Context: an optimization exercise on an open-source flow, tuned for small area. The choices shown serve that exercise and are no tape-out recipe. Power figures rest on the tool's default switching activity, not on a simulated workload.

==> module reaction_main, before the edit <==
module reaction_main(
  input clock, reset, start, stop, ave, ave2,
  output led,
  output [3:0] an,
  output a, b, c, d, e, f, g, dp
  );
reg dffstr1, dffstr2, dffstp1, dffstp2;
always @(posedge clock) begin
  dffstr1 <= start;
  dffstr2 <= dffstr1;
  dffstp1 <= stop;
  dffstp2 <= dffstp1;
end
wire db_start = ~dffstr1 & dffstr2;
wire db_stop  = ~dffstp1 & dffstp2;
reg q0, q1, q2;
reg [28:0] r;
localparam [28:0] TERM = 29'd500000000;
localparam [28:0] INIT = (TERM & 29'h1F000000) | (29'd6 << 20) | (29'd2 << 17)
                       | (29'd6 << 13) | (29'd6 << 9) | 29'd11;
localparam [28:0] SETM = INIT & ~(TERM + 29'd1);
localparam [28:0] CLRM = ~INIT & (TERM + 29'd1);
wire eq      = (r == TERM);
wire idle    = ~q0 & ~q1;
wire startng = q0 & ~q1;
wire run     = q1 & (q0 | ~q2);
wire shift   = idle & ~db_start;
wire load    = startng & eq;
wire [29:0] cy;
assign cy[0] = startng | run;
genvar i;
generate for (i = 0; i < 29; i = i + 1) begin : chain
  assign cy[i+1] = cy[i] & r[i];
end endgenerate
wire wt = q1 & cy[9];
wire w0 = q1 & cy[13];
wire w1 = q1 & cy[17];
wire w2 = q1 & cy[20];
wire w3 = q1 & cy[24];
wire [28:0] corr = {5'b0, 1'b0, w3, w3, 1'b0, 1'b0, w2, 1'b0,
                    1'b0, w1, w1, 1'b0, 1'b0, w0, w0, 1'b0,
                    5'b0, wt, 1'b0, wt, wt};
wire [28:0] inc = ((r ^ cy[28:0]) | corr | (SETM & {29{load}})) & ~(CLRM & {29{load}});
always @(posedge clock or posedge reset) begin
  if (reset) begin
    r  <= 29'hF;
    q0 <= 1'b0;
    q1 <= 1'b0;
    q2 <= 1'b0;
  end else begin
    r  <= shift ? {r[27:0], r[28] ^ r[26]} : inc;
    q0 <= ~q1 & (q0 | db_start);
    q1 <= q1 | (q0 & eq);
    q2 <= idle ? ave : (q1 ? (~q0 & (q2 | db_stop)) : q2);
  end
end
assign led = (q1 | (q0 & eq)) & ~db_stop;
muxer display (
  .clock(clock), .reset(reset),
  .digits(q1), .dash63(q0 ? q2 : ave),
  .d0(r[12:9]), .d1(r[16:13]), .d2(r[19:17]), .d3(r[23:20]),
  .a_m(a), .b_m(b), .c_m(c), .d_m(d), .e_m(e), .f_m(f), .g_m(g),
  .dp_m(dp), .an_m(an)
);
endmodule
Settings: LEC_CHECK=0, CAP_MARGIN=20, CORE_MARGIN=2, CORE_UTILIZATION=40, SLEW_MARGIN=20, POST_FLOORPLAN_TCL=/design/flow/flow/downsize.tcl, BUFFER_PORTS_ARGS=-buffer_cell sky130_fd_sc_hd__buf_1, CTS_ARGS=-sink_clustering_enable -repair_clock_nets -dont_use_dummy_load; clock period 6.0 ns.
standard.sh (not shown) runs the stock make flow with config.mk's settings and CLKGATE_MAP_FILE= SYNTH_SCRIPT=/design/flow/synth_recipe.tcl, a recipe that flattens the netlist after the stock synthesis.
==> flow/flow/run.sh <==
#!/bin/bash
# The standard layout (the standard.sh) with three changes:
#  - after floorplanning, each combinational cell that synthesis sized up is
#    swapped for the smallest cell of its family (flow/downsize.tcl); the
#    placement and CTS repair steps size up again where timing needs it;
#  - the port buffers are the smallest buffer cell (buf_1);
#  - clock tree synthesis adds no dummy loads.
# Each tool's output stays in the ORFS logs under orfs/logs; make's own
# output goes to standard.log.
set -e
echo "export POST_FLOORPLAN_TCL = $PWD/flow/downsize.tcl" >> config.mk
echo 'export BUFFER_PORTS_ARGS = -buffer_cell sky130_fd_sc_hd__buf_1' >> config.mk
echo 'export CTS_ARGS = -sink_clustering_enable -repair_clock_nets -dont_use_dummy_load' >> config.mk
bash standard.sh > standard.log 2>&1
==> flow/flow/downsize.tcl <==
# Swap each combinational standard cell for the smallest cell of its family
# (same function and pins, another drive strength).  Registers, clock
# cells, tie cells and physical cells keep theirs.  Later repair steps
# upsize again where timing, slew or capacitance need it.
proc ds_dont_use { name } {
  foreach pat $::env(DONT_USE_CELLS) {
    if { [string match $pat $name] } { return 1 }
  }
  return 0
}
set ds_db [ord::get_db]
set ds_count 0
set ds_saved 0
foreach ds_inst [[ord::get_db_block] getInsts] {
  set ds_master [$ds_inst getMaster]
  set ds_name [$ds_master getName]
  if { ![regexp {^(sky130_fd_sc_hd__)([a-z0-9]+)_([0-9]+)$} $ds_name -> ds_pfx ds_base ds_drv] } { continue }
  if { [regexp {^(df|edf|sdf|sedf|dl|tap|fill|decap|conb|clk|lpflow|probe|diode)} $ds_base] } { continue }
  set ds_best $ds_master
  foreach ds_d {0 1 2 3 4 6 8 12 16} {
    set ds_cand [$ds_db findMaster "${ds_pfx}${ds_base}_${ds_d}"]
    if { $ds_cand == "NULL" || $ds_cand == "" } { continue }
    if { [ds_dont_use [$ds_cand getName]] } { continue }
    if { [$ds_cand getWidth] < [$ds_best getWidth] } { set ds_best $ds_cand }
  }
  if { $ds_best != $ds_master } {
    set ds_saved [expr { $ds_saved + [$ds_master getWidth] - [$ds_best getWidth] }]
    $ds_inst swapMaster $ds_best
    incr ds_count
  }
}
puts "downsize: swapped $ds_count cells, width saved [expr { $ds_saved / 1000.0 }] um"
Next try:
--- a/flow/design.v
+++ b/flow/design.v
@@ -109,10 +109,19 @@
 wire shift   = idle & ~db_start;
 wire load    = startng & eq;
+localparam G = 8;
 wire [29:0] cy;
-assign cy[0] = startng | run;
-genvar i;
-generate for (i = 0; i < 29; i = i + 1) begin : chain
-  assign cy[i+1] = cy[i] & r[i];
+wire [3:0] gc;
+assign gc[0] = startng | run;
+genvar i, j;
+generate for (j = 0; j < 4; j = j + 1) begin : grp
+  if (j < 3) begin : skip
+    assign gc[j+1] = gc[j] & (&r[G*j+G-1:G*j]);
+  end
+  assign cy[G*j] = gc[j];
+  for (i = G*j; i < G*j+G-1 && i < 28; i = i + 1) begin : rip
+    assign cy[i+1] = cy[i] & r[i];
+  end
 end endgenerate
+assign cy[29] = cy[28] & r[28];
 wire wt = q1 & cy[9];
 wire w0 = q1 & cy[13];
Effect:
- The new run went through all stages and came out clean
- global-route usage is higher by 0.79 points
- synthesized cell count rises by a few percent
- cell area came out lower by a few percent
- non-clock buffer count shrinks by 11
- worst setup slack gets better by 2200 ps
- sequential share of layout area goes up by 1.2 points
- sequential power went up by a few percent
- combinational power fell by a few percent
- first-iteration DRC count is higher by well over a third
- sequential cell count is unchanged
- wire length rises by a few percent
- maximum frequency rose by well over a third
- worst hold slack is better by 6.9 ps
- power is higher slightly
No functional check of the RTL was part of any run of this note.

[re-timing with driven ports]
The results above use ideal ports. As a check the final layouts listed here were re-extracted and re-timed, cells and wires unchanged.
Step 1, drivers: a clkbuf_16 drives clock and a buf_2 each remaining input, both assumed.
Step 2 adds t to the input delays and takes it off the output delays; t is the mean of the earliest and latest rising clock arrival at the registers after step 1. Input paths then give back, and output paths get back, about the clock's delay inside the block.
Three values: ideal ports, drivers, drivers and shift; two values: the first two.
| run | t, ns | setup WS [ns] | latest minus earliest clock arrival (ns) | worst register clock-pin slew, ns |
|---|---|---|---|---|
| the first run | 0.322 | 0.210 / 0.210 / 0.210 | 0.021 / 0.021 | 0.10 / 0.10 |
| the second run | 0.332 | 2.379 / 2.349 / 2.523 | 0.017 / 0.017 | 0.10 / 0.10 |
After both steps every run listed still meets setup and hold.
